What follows belongs to an exercise in optimizing a design on an open flow for small area; a production flow would make more cautious choices. Where RTL was checked, it was by simulation tests only, not by an equivalence proof against the original.

Setup of run 1:
==> flow/design.v (excerpt) <==
module AES_Composite_enc(Kin, Din, Dout, Krdy, Drdy, Kvld, Dvld, EN, BSY, CLK, RSTn, cc_out);
==> flow/config.mk <==
export PLATFORM = sky130hd
export DESIGN_NAME = AES_Composite_enc
export DESIGN_NICKNAME = AES_Composite_enc
export VERILOG_FILES = /design/flow/design.v
export SDC_FILE = /design/flow/constraint.sdc
export NUM_CORES = 4
export LEC_CHECK = 0
export CAP_MARGIN = 20
export CORE_MARGIN = 2
export CORE_UTILIZATION = 55
export SLEW_MARGIN = 20
==> flow/constraint.sdc <==
create_clock -name core_clock -period 14.0 [get_ports {CLK}]
set_input_delay 2.8000 -clock core_clock [delete_from_list [all_inputs] [get_ports {CLK}]]
set_output_delay 2.8000 -clock core_clock [all_outputs]
set_load 0.01 [all_outputs]
standard.sh (not shown) runs the stock make flow with config.mk's settings and CLKGATE_MAP_FILE= SYNTH_SCRIPT=/design/flow/synth_recipe.tcl, a recipe that flattens the netlist after the stock synthesis.
==> flow/flow/run.sh <==
#!/bin/bash
# Layout flow: the standard ORFS flow (standard.sh) with
#  - synthesis: the standard script, but abc maps for area (flow/abc_area.script)
#  - port buffers: buf_1 instead of the resizer's default pick
#  - CTS: clkbuf_4 buffers, no dummy loads
set -euo pipefail
W=$PWD
export MY_ABC_SCRIPT=$W/flow/abc_area.script
export FLOW_SYNTH_TCL=$W/synth_recipe.tcl
export BUFFER_PORTS_ARGS="-buffer_cell sky130_fd_sc_hd__buf_1"
export CTS_ARGS="-sink_clustering_enable -repair_clock_nets -dont_use_dummy_load -buf_list sky130_fd_sc_hd__clkbuf_8 -sink_clustering_size 15 -sink_clustering_max_diameter 70"
bash standard.sh SYNTH_SCRIPT=$W/flow/my_synth.tcl finish > $W/flow_make.log 2>&1
==> flow/flow/abc_area.script <==
strash
dch
amap -F 10 -A 10
topo
==> flow/flow/my_synth.tcl <==
proc abc {args} {
  set i [lsearch -exact $args -script]
  if {$i >= 0} { lset args [expr {$i+1}] $::env(MY_ABC_SCRIPT) }
  puts "abc (area script): $args"
  yosys abc {*}$args
}
source $::env(FLOW_SYNTH_TCL)
For run 2, these inputs were changed with respect to run 1:
Settings: GPL_TIMING_DRIVEN now 0, previously not set.
==> results.txt <==
Run 1 ran to completion and came out clean on the timing, DRC and antenna checks. Run 2: full flow OK, the timing, DRC and antenna checks passed. Against run 1, run 2 comes in 1.2 points lower on share of cell area taken by flip-flops and latches. [compare] base=run 1 new=run 2: number of vias after detailed routing increased by 134 relative to the old numbers; post-layout instance area shows an increase of about 3%.
Modified inputs, run 3 compared to run 2
Settings: a deleted GPL_TIMING_DRIVEN that had been 0; a change of CORE_UTILIZATION from 55 to 65.
### Flow results
Relative to run 2, the number of vias after detailed routing measured on run 3 has increased by a few percent.
Delta (run 3 minus run 2): placer's final routability congestion estimate saw an increase; maximum frequency went up 1.3%.
Changes in run 4 relative to run 3:
Settings: CORE_UTILIZATION now 55, was 65.
diff --git a/flow/flow/run.sh b/flow/flow/run.sh
--- a/flow/flow/run.sh
+++ b/flow/flow/run.sh
@@ -10,3 +10,3 @@
 export BUFFER_PORTS_ARGS="-buffer_cell sky130_fd_sc_hd__buf_1"
-export CTS_ARGS="-sink_clustering_enable -repair_clock_nets -dont_use_dummy_load -buf_list sky130_fd_sc_hd__clkbuf_8 -sink_clustering_size 15 -sink_clustering_max_diameter 70"
+export CTS_ARGS="-sink_clustering_enable -repair_clock_nets -dont_use_dummy_load -buf_list {sky130_fd_sc_hd__clkbuf_16 sky130_fd_sc_hd__clkbuf_8} -sink_clustering_size 28 -sink_clustering_max_diameter 90"
 bash standard.sh SYNTH_SCRIPT=$W/flow/my_synth.tcl finish > $W/flow_make.log 2>&1
Higher post-route worst hold slack among run 4 and run 3: run 4
Run 3 has a higher post-route fraction of the period consumed by the critical path than run 4.
The maximum number of pins on one net before global-route repair of run 4 is higher than that of run 3.
Placement row count, run 4 and run 3: higher on run 4
Time the worst path needs with I/O delays and setup: lower on run 4
Cmp run 4 and run 3 / relative slew slack / higher: run 4
Run 4 vs run 3 on maximum frequency: run 4 is the higher one.
Relative to run 3, number of buffers other than clock buffers in the final layout has gone up in run 4.
Between run 4 and run 3, the difference in non-clock buffer contribution to total cell area is negligible.
Between run 4 and run 3, it is run 4 whose combined global-route utilization of all metal layers is lower, by 5.2 points.
Run 4 ended with more wire length than run 3.
The inputs of run 5 differ from those of run 4 as listed below.
diff --git a/flow/flow/run.sh b/flow/flow/run.sh
--- a/flow/flow/run.sh
+++ b/flow/flow/run.sh
@@ -10,3 +10,3 @@
 export BUFFER_PORTS_ARGS="-buffer_cell sky130_fd_sc_hd__buf_1"
-export CTS_ARGS="-sink_clustering_enable -repair_clock_nets -dont_use_dummy_load -buf_list {sky130_fd_sc_hd__clkbuf_16 sky130_fd_sc_hd__clkbuf_8} -sink_clustering_size 28 -sink_clustering_max_diameter 90"
+export CTS_ARGS="-sink_clustering_enable -repair_clock_nets -dont_use_dummy_load -buf_list sky130_fd_sc_hd__clkbuf_4"
 bash standard.sh SYNTH_SCRIPT=$W/flow/my_synth.tcl finish > $W/flow_make.log 2>&1
## What came out
From run 4 to run 5 the numbers moved as follows: number of failing hold endpoints at the final stage held steady; met2 track demand over resource shrank by 0.37 points; worst setup slack shrank by 0.10 ns; worst hold slack shrank by 0.0096 ns.

* * *

maple:
AES_Composite_enc, a different RTL version from the one above (not shown whole).
For scale: roughly 4,100 cells after synthesis, ~600 flip-flops, roughly 35,000 um2 of cells after synthesis.
## AES_Composite_enc
module AES_Composite_enc(Kin, Din, Dout, Krdy, Drdy, Kvld, Dvld, EN, BSY, CLK, RSTn, cc_out);
   input  [127:0] Kin;   
   input  [127:0] Din;   
   output [127:0] Dout;  
   input          Krdy;  
   input          Drdy;  
   output         Kvld;  
   output         Dvld;  
   input          EN;    
   output         BSY;   
   input          CLK;   
   input          RSTn;  
   output reg [31:0] cc_out;
   wire rst = ~RSTn;
   reg [127:0] dat, key, rkey;
   reg [111:0] sh;           
   reg         Dvld, Kvld, BSY, sel;
   reg [7:0]   i;            
   reg [6:0]   p;            
   reg         sv;           
   reg [6:0]   sq;           
   reg [7:0]   rcon;
   reg  [2:0]  cnt;          
   reg         on;
   reg [3:0]   j;
   reg [31:0]  R;
   wire p0  = (p == 7'd0);
   wire p8  = (p == 7'd8);
   wire p72 = (p == 7'd72);
   wire p79 = (p == 7'd79);
   wire [6:0] pinc = p79 ? 7'd0 : p + 7'd1;
   wire st0 = sv & (sq == 7'd0);            
   wire idle = (cnt == 3'd0);
   wire h = on & idle;
   wire ev = p8 | (p72 & ~st0);
   wire act = ~p0 | sel;                    
   wire i7 = i[7];
   reg  [7:0] ahi, anx;
   reg  [7:0] alo;
   always @(*) begin
      case (1'b1)
        i[0]: ahi = dat[127:120];
        i[1]: ahi = dat[111:104];
        i[2]: ahi = dat[95:88];
        i[3]: ahi = dat[79:72];
        i[4]: ahi = dat[63:56];
        i[5]: ahi = dat[47:40];
        i[6]: ahi = dat[31:24];
        default: ahi = dat[15:8];
      endcase
   end
   always @(*) begin
      case (1'b1)
        i[0]: anx = dat[103:96];
        i[1]: anx = dat[87:80];
        i[2]: anx = dat[71:64];
        i[3]: anx = dat[55:48];
        i[4]: anx = dat[39:32];
        i[5]: anx = dat[23:16];
        default: anx = dat[7:0];
      endcase
   end
   wire [15:0] a = {ahi, alo};
   wire [15:0] sb;
   masoleh sbd (a, sb);
   wire [127:0] key_d = (EN & Krdy) ? Kin : key;    
   wire         rsel = EN & (Krdy | (p0 & ~on));
  ...
Settings: LEC_CHECK=0, CAP_MARGIN=20, CORE_MARGIN=2, CORE_UTILIZATION=65, SLEW_MARGIN=20; clock period 14.0 ns.
==> flow/flow/run.sh <==
#!/bin/bash
# Layout flow: the standard ORFS flow (standard.sh) with
#  - synthesis: the standard script, but abc maps for area (flow/abc_area.script),
#    except the Collatz adder (kept as a module until the final flatten), which is
#    mapped with flow/abc_fast.script for delay
#  - port buffers: buf_1 instead of the resizer's default pick
#  - CTS: clkbuf_8 buffers, clusters of up to 15 sinks within 70 um, no dummy loads
# The make output goes to flow_make.log; ORFS writes each step's log under orfs/logs/.
set -euo pipefail
W=$PWD
export MY_ABC_SCRIPT=$W/flow/abc_area.script
export MY_ABC_FAST_SCRIPT=$W/flow/abc_fast.script
export SYNTH_KEEP_MODULES="bk_add32"
export FLOW_SYNTH_TCL=$W/synth_recipe.tcl
export BUFFER_PORTS_ARGS="-buffer_cell sky130_fd_sc_hd__buf_1"
export CTS_ARGS="-sink_clustering_enable -repair_clock_nets -dont_use_dummy_load -buf_list sky130_fd_sc_hd__clkbuf_8 -sink_clustering_size 15 -sink_clustering_max_diameter 70"
bash standard.sh SYNTH_SCRIPT=$W/flow/my_synth.tcl finish > $W/flow_make.log 2>&1
==> flow/flow/abc_area.script <==
strash
dc2
dch -f
amap -F 10 -A 10
topo
==> flow/flow/abc_fast.script <==
strash
dch
map -a
topo
==> flow/flow/my_synth.tcl <==
proc abc {args} {
  set i [lsearch -exact $args -script]
  set fast_args $args
  lset fast_args [expr {$i+1}] $::env(MY_ABC_FAST_SCRIPT)
  set area_args $args
  lset area_args [expr {$i+1}] $::env(MY_ABC_SCRIPT)
  puts "abc (fast script) on $::env(SYNTH_KEEP_MODULES)"
  yosys abc {*}$fast_args {*}$::env(SYNTH_KEEP_MODULES)
  puts "abc (area script) on the rest"
  yosys abc {*}$area_args
}
source $::env(FLOW_SYNTH_TCL)
maple finished end to end and its layout was clean on timing, DRC and antenna.
Input changes introduced in cedar (baseline for comparison: maple):
==> flow/flow/abc_area.script <==
strash
dch
amap -F 10 -A 10
topo
Results
- Taking maple as the reference, in cedar highest clock rate fell by about 1%; compound-gate portion of the synthesized area was more or less identical; clock period minus worst slack climbed 140 ps.
No run of this note included a check of the RTL's function; only the layout flow was run.

static timing again, ports no longer ideal:
No port has a modelled driver above. Below, the same layouts with a new extraction and two added sets of constraints.
Step 1: set_driving_cell puts a clkbuf_16 on CLK and a buf_2 on each other input, an assumption about the parent block.
Step 2 adds t to the input delays and takes it off the output delays; t is the mean of the earliest and latest rising clock arrival at the registers after step 1. Input paths then give back, and output paths get back, about the clock's delay inside the block.
Three values: ideal ports, drivers, drivers and shift; two values: the first two.
run | shift t [ns] | setup slack, ns | worst setup path after step 2
run 1 | 0.752 | 0.682 / 0.614 / 0.243 | input to register
run 2 | 0.760 | 0.484 / 0.417 / 0.089 | input to register
run 3 | 0.752 | 0.654 / 0.591 / 0.218 | input to register
run 4 | 0.651 | 0.805 / 0.736 / 0.391 | input to register
run 5 | 1.002 | 0.701 / 0.634 / 0.017 | input to register
maple | 0.742 | 0.927 / 0.865 / 0.990 | input to register
cedar | 0.727 | 0.791 / 0.732 / 0.811 | input to register
After both steps every run listed still meets setup and hold. For run 5, which loses most, drivers alone change the setup slack by -0.067 ns; drivers and shift together by -0.684 ns.
